What follows belongs to an exercise in optimizing a design on an open flow for small area and a short achievable clock period; a production flow would make more cautious choices. At most, simulation tests tie the RTL to the original design; equivalence was not proved. Power figures rest on the tool's default switching activity, not on a simulated workload.

== before ==
==> flow/design.v <==
module noc_mesh_top #(
  parameter int unsigned MESH_ROWS    = 2,
  parameter int unsigned MESH_COLS    = 2,
  parameter int unsigned DATA_WIDTH   = 32,
  parameter int unsigned NUM_VC       = 2,
  parameter int unsigned BUFFER_DEPTH = 4
)(
  input  logic clk,
  input  logic rst_n,
  input  logic [MESH_ROWS*MESH_COLS*(DATA_WIDTH+19)-1:0] core_inject_flit,
  input  logic [MESH_ROWS*MESH_COLS-1:0]                 core_inject_valid,
  output logic [MESH_ROWS*MESH_COLS-1:0]                 core_inject_ready,
  output logic [MESH_ROWS*MESH_COLS*(DATA_WIDTH+19)-1:0] core_eject_flit,
  output logic [MESH_ROWS*MESH_COLS-1:0]                 core_eject_valid
);
  localparam int unsigned FW = DATA_WIDTH + 19;    
  localparam int unsigned N  = 4;
  localparam int unsigned SW = DATA_WIDTH + 9;     
  function automatic logic [3:0] rr_pick(input logic [3:0] r, input logic [3:0] p);
    rr_pick = '0;
    for (int s = 0; s < 4; s++) begin
      logic clear;
      clear = 1'b1;
      for (int q = 0; q < 4; q++)
        for (int k = 0; k < 4; k++)
          if (p[q] && k < ((s - q + 4) % 4) && r[(q + k) % 4]) clear = 1'b0;
      rr_pick[s] = r[s] && clear;
    end
  endfunction
  logic [N-1:0]      occ;           
  logic [2*N-1:0]    dst;           
  logic [N*SW-1:0]   dat;           
  logic [1:0]        pdst;          
  logic [SW-1:0]     pdat;
  logic [N-1:0]      prr;           
  logic [N*N-1:0]    win;           
  logic [N-1:0]      pe;            
  logic              pocc;          
  logic [N-1:0]      lost;          
  logic [N-1:0]      first;         
  logic [N-1:0]      parked;        
  logic [N-1:0]      ready;         
  always_comb begin : cur
    for (int s = 0; s < N; s++) begin
      first[s] = 1'b0;
      for (int p = 0; p < N; p++) begin
        logic clear;
        clear = 1'b1;
        for (int k = 0; k < N; k++)
          if (((p + k) % N) != s && k < ((s - p + N) % N) && lost[(p + k) % N]) clear = 1'b0;
        if (prr[p] && clear) first[s] = 1'b1;
      end
    end
    parked = lost & first;
    ready  = ~lost | first;
  end : cur
  assign core_inject_ready = ready;
  logic [N-1:0]   load;
  logic [N-1:0]   occ_n;
  logic [2*N-1:0] dst_n;
  logic           pocc_n;
  logic [1:0]     pdst_n;
  logic [SW-1:0]  pdat_n;
  logic [N-1:0]   prr_n;
  logic [N-1:0]   lost_n;
  logic [N*N-1:0] win_n;
  logic [N-1:0]   pe_n;
  always_comb begin : nxt
    load = ready & core_inject_valid;
    for (int s = 0; s < N; s++) begin
      occ_n[s]        = load[s] | (occ[s] & ~ready[s]);
      dst_n[2*s +: 2] = load[s] ? core_inject_flit[s*FW + DATA_WIDTH + 1 +: 2] : dst[2*s +: 2];
    end
    pocc_n = |parked;
    pdst_n = '0;
    pdat_n = '0;
    for (int s = 0; s < N; s++) begin
      pdst_n = pdst_n | ({2{parked[s]}} & dst[2*s +: 2]);
      pdat_n = pdat_n | ({SW{parked[s]}} & dat[s*SW +: SW]);
    end
    if (|parked)
      prr_n = {parked[N-2:0], parked[N-1]};
    else if (!(|occ) && !pocc)
      prr_n = N'(1);
    else
      prr_n = prr;
    for (int d = 0; d < N; d++) begin
      logic [N-1:0] r;
      pe_n[d] = pocc_n && (pdst_n == 2'(d));
      for (int s = 0; s < N; s++)
        r[s] = occ_n[s] && (dst_n[2*s +: 2] == 2'(d));
      win_n[d*N +: N] = pe_n[d] ? 4'b0000 : rr_pick(r, prr_n);
    end
    for (int s = 0; s < N; s++)
      lost_n[s] = occ_n[s] & ~(win_n[0*N+s] | win_n[1*N+s] | win_n[2*N+s] | win_n[3*N+s]);
  end : nxt
  always_ff @(posedge clk or negedge rst_n) begin : ctrl_regs
    if (!rst_n) begin
      occ    <= '0;
      lost   <= '0;
      pocc   <= 1'b0;
    end else begin
      occ    <= occ_n;
      lost   <= lost_n;
      pocc   <= pocc_n;
    end
  end : ctrl_regs
  always_ff @(posedge clk) begin : data_regs
    win  <= win_n;
    pe   <= pe_n;
    prr  <= prr_n;
    for (int s = 0; s < N; s++)
      if (ready[s])
        dat[s*SW +: SW] <= {core_inject_flit[s*FW + DATA_WIDTH + 9 +: 8],
                            core_inject_flit[s*FW +: DATA_WIDTH + 1]};
    dst  <= dst_n;
    pdst <= pdst_n;
    pdat <= pdat_n;
  end : data_regs
  genvar gd;
  generate
    for (gd = 0; gd < N; gd = gd + 1) begin : gen_ej
      logic [SW-1:0] f;
      always_comb begin : ej_sel
        f = {SW{pe[gd]}} & pdat;
        for (int s = 0; s < N; s++)
          f = f | ({SW{win[gd*N+s]}} & dat[s*SW +: SW]);
      end : ej_sel
      assign core_eject_flit[gd*FW +: FW] = {2'b11, f[SW-1 -: 8], 8'(gd), f[DATA_WIDTH:0]};
      assign core_eject_valid[gd]         = (pe[gd] & pocc) | (|(win[gd*N +: N] & occ));
    end : gen_ej
  endgenerate
endmodule
==> flow/config.mk <==
export PLATFORM = sky130hd
export DESIGN_NAME = noc_mesh_top
export DESIGN_NICKNAME = noc_mesh_top
export VERILOG_FILES = /design/flow/design.v
export SDC_FILE = /design/flow/constraint.sdc
export NUM_CORES = 4
export LEC_CHECK = 0
export CAP_MARGIN = 20
export CORE_MARGIN = 2
export CORE_UTILIZATION = 40
export CTS_BUF_LIST = sky130_fd_sc_hd__clkbuf_16
export CTS_CLUSTER_DIAMETER = 70
export CTS_CLUSTER_SIZE = 30
export SLEW_MARGIN = 20
==> flow/constraint.sdc <==
create_clock -name core_clock -period 10.0 [get_ports {clk}]
set_input_delay 2.0000 -clock core_clock [delete_from_list [all_inputs] [get_ports {clk}]]
set_output_delay 2.0000 -clock core_clock [all_outputs]
set_load 0.01 [all_outputs]
standard.sh (not shown) runs the stock make flow with config.mk's settings and CLKGATE_MAP_FILE= SYNTH_SCRIPT=/design/flow/synth_recipe.tcl, a recipe that flattens the netlist after the stock synthesis.
==> flow/flow/run.sh <==
#!/bin/bash
# Own layout flow: the standard flow (standard.sh), with
#  - the port buffers that buffer_ports inserts made the smallest
#    buffer (sky130 buf_1) instead of the tool's default pick;
#  - timing repair aiming at extra setup slack (SETUP_SLACK_MARGIN).
# Clock, constraints and all other steps are the standard ones; the
# tools' output goes to standard.log and ORFS's own logs.
set -e
cd "$(dirname "$0")/.."
export BUFFER_PORTS_ARGS="-buffer_cell sky130_fd_sc_hd__buf_1"
bash standard.sh SETUP_SLACK_MARGIN=6.0 finish > standard.log 2>&1
## Diff of input files: after against before
diff --git a/flow/design.v b/flow/design.v
--- a/flow/design.v
+++ b/flow/design.v
@@ -42,14 +42,4 @@
   logic [N-1:0]      ready;         
   always_comb begin : cur
-    for (int s = 0; s < N; s++) begin
-      first[s] = 1'b0;
-      for (int p = 0; p < N; p++) begin
-        logic clear;
-        clear = 1'b1;
-        for (int k = 0; k < N; k++)
-          if (((p + k) % N) != s && k < ((s - p + N) % N) && lost[(p + k) % N]) clear = 1'b0;
-        if (prr[p] && clear) first[s] = 1'b1;
-      end
-    end
     parked = lost & first;
     ready  = ~lost | first;
@@ -64,4 +54,5 @@
   logic [N-1:0]   prr_n;
   logic [N-1:0]   lost_n;
+  logic [N-1:0]   first_n;
   logic [N*N-1:0] win_n;
   logic [N-1:0]   pe_n;
@@ -79,10 +70,5 @@
       pdat_n = pdat_n | ({SW{parked[s]}} & dat[s*SW +: SW]);
     end
-    if (|parked)
-      prr_n = {parked[N-2:0], parked[N-1]};
-    else if (!(|occ) && !pocc)
-      prr_n = N'(1);
-    else
-      prr_n = prr;
+    prr_n = (|parked) ? {parked[N-2:0], parked[N-1]} : prr;
     for (int d = 0; d < N; d++) begin
       logic [N-1:0] r;
@@ -94,12 +80,24 @@
     for (int s = 0; s < N; s++)
       lost_n[s] = occ_n[s] & ~(win_n[0*N+s] | win_n[1*N+s] | win_n[2*N+s] | win_n[3*N+s]);
+    for (int s = 0; s < N; s++) begin
+      first_n[s] = 1'b0;
+      for (int p = 0; p < N; p++) begin
+        logic clear;
+        clear = 1'b1;
+        for (int k = 0; k < N; k++)
+          if (k < ((s - p + N) % N) && lost_n[(p + k) % N]) clear = 1'b0;
+        if (prr_n[p] && clear) first_n[s] = 1'b1;
+      end
+    end
   end : nxt
   always_ff @(posedge clk or negedge rst_n) begin : ctrl_regs
     if (!rst_n) begin
       occ    <= '0;
+      prr    <= N'(1);
       lost   <= '0;
       pocc   <= 1'b0;
     end else begin
       occ    <= occ_n;
+      prr    <= prr_n;
       lost   <= lost_n;
       pocc   <= pocc_n;
@@ -107,7 +105,7 @@
   end : ctrl_regs
   always_ff @(posedge clk) begin : data_regs
-    win  <= win_n;
-    pe   <= pe_n;
-    prr  <= prr_n;
+    win   <= win_n;
+    pe    <= pe_n;
+    first <= first_n;
     for (int s = 0; s < N; s++)
       if (ready[s])
after did not stop at any stage, and its layout met the timing, DRC and antenna checks.
The placeable core region on after is in line with that on before.
In the tables for before and after, detailed-routing wirelength on met1 reads higher with after.
Taking before as the reference, in after highest attainable clock frequency closely matched the old numbers, worst slack on hold paths went down by 0.027 ns, fraction of layout instances using a drive strength above 1 saw a decrease, global routing usage on met1 down 0.22 points.
Summary of after over before: initial antenna violation count shrank by 4; power per cell area now sits lower; pin count of the biggest net entering global routing saw a decrease.
Diff before -> after | area taken by flip-flops and latches | increase of 1.6%
Synthesized area of before is on par with after.
met2 demand-to-capacity share in global routing was lower in the run labelled before.
Power: after draws less than before
Only the layout flow was run in before; the RTL was not checked for function there.

[separate check: timing with driven ports]
The flow's constraints put no driver on any port. The routed layouts listed below were extracted and timed again, unchanged, in two steps. Step 1 (the two cells are an assumption about what drives the block):
set clk [get_ports {clk}]
set_driving_cell -lib_cell sky130_fd_sc_hd__clkbuf_16 $clk
set_driving_cell -lib_cell sky130_fd_sc_hd__buf_2 [delete_from_list [all_inputs] $clk]
Step 2 times the ports against the registers' clock, not the clock port: input delays grow and output delays shrink by t, the midpoint of the rising clock arrivals with the driver on. Slacks: ideal / step 1 / step 2; pairs: ideal / step 1.
| run | t, ns | setup slack, ns | slew at the worst register clock pin (ns) | worst slew at a driven data input, ns |
|---|---|---|---|---|
| before | 0.583 | 5.983 / 5.931 / 6.303 | 0.09 / 0.09 | 0.09 |
| after | 0.585 | 5.975 / 5.923 / 5.830 | 0.08 / 0.08 | 0.10 |
After both steps every run listed still meets setup and hold. The setup slack of after, which loses most, moves by -0.052 ns with the drivers and by -0.145 ns with both steps.
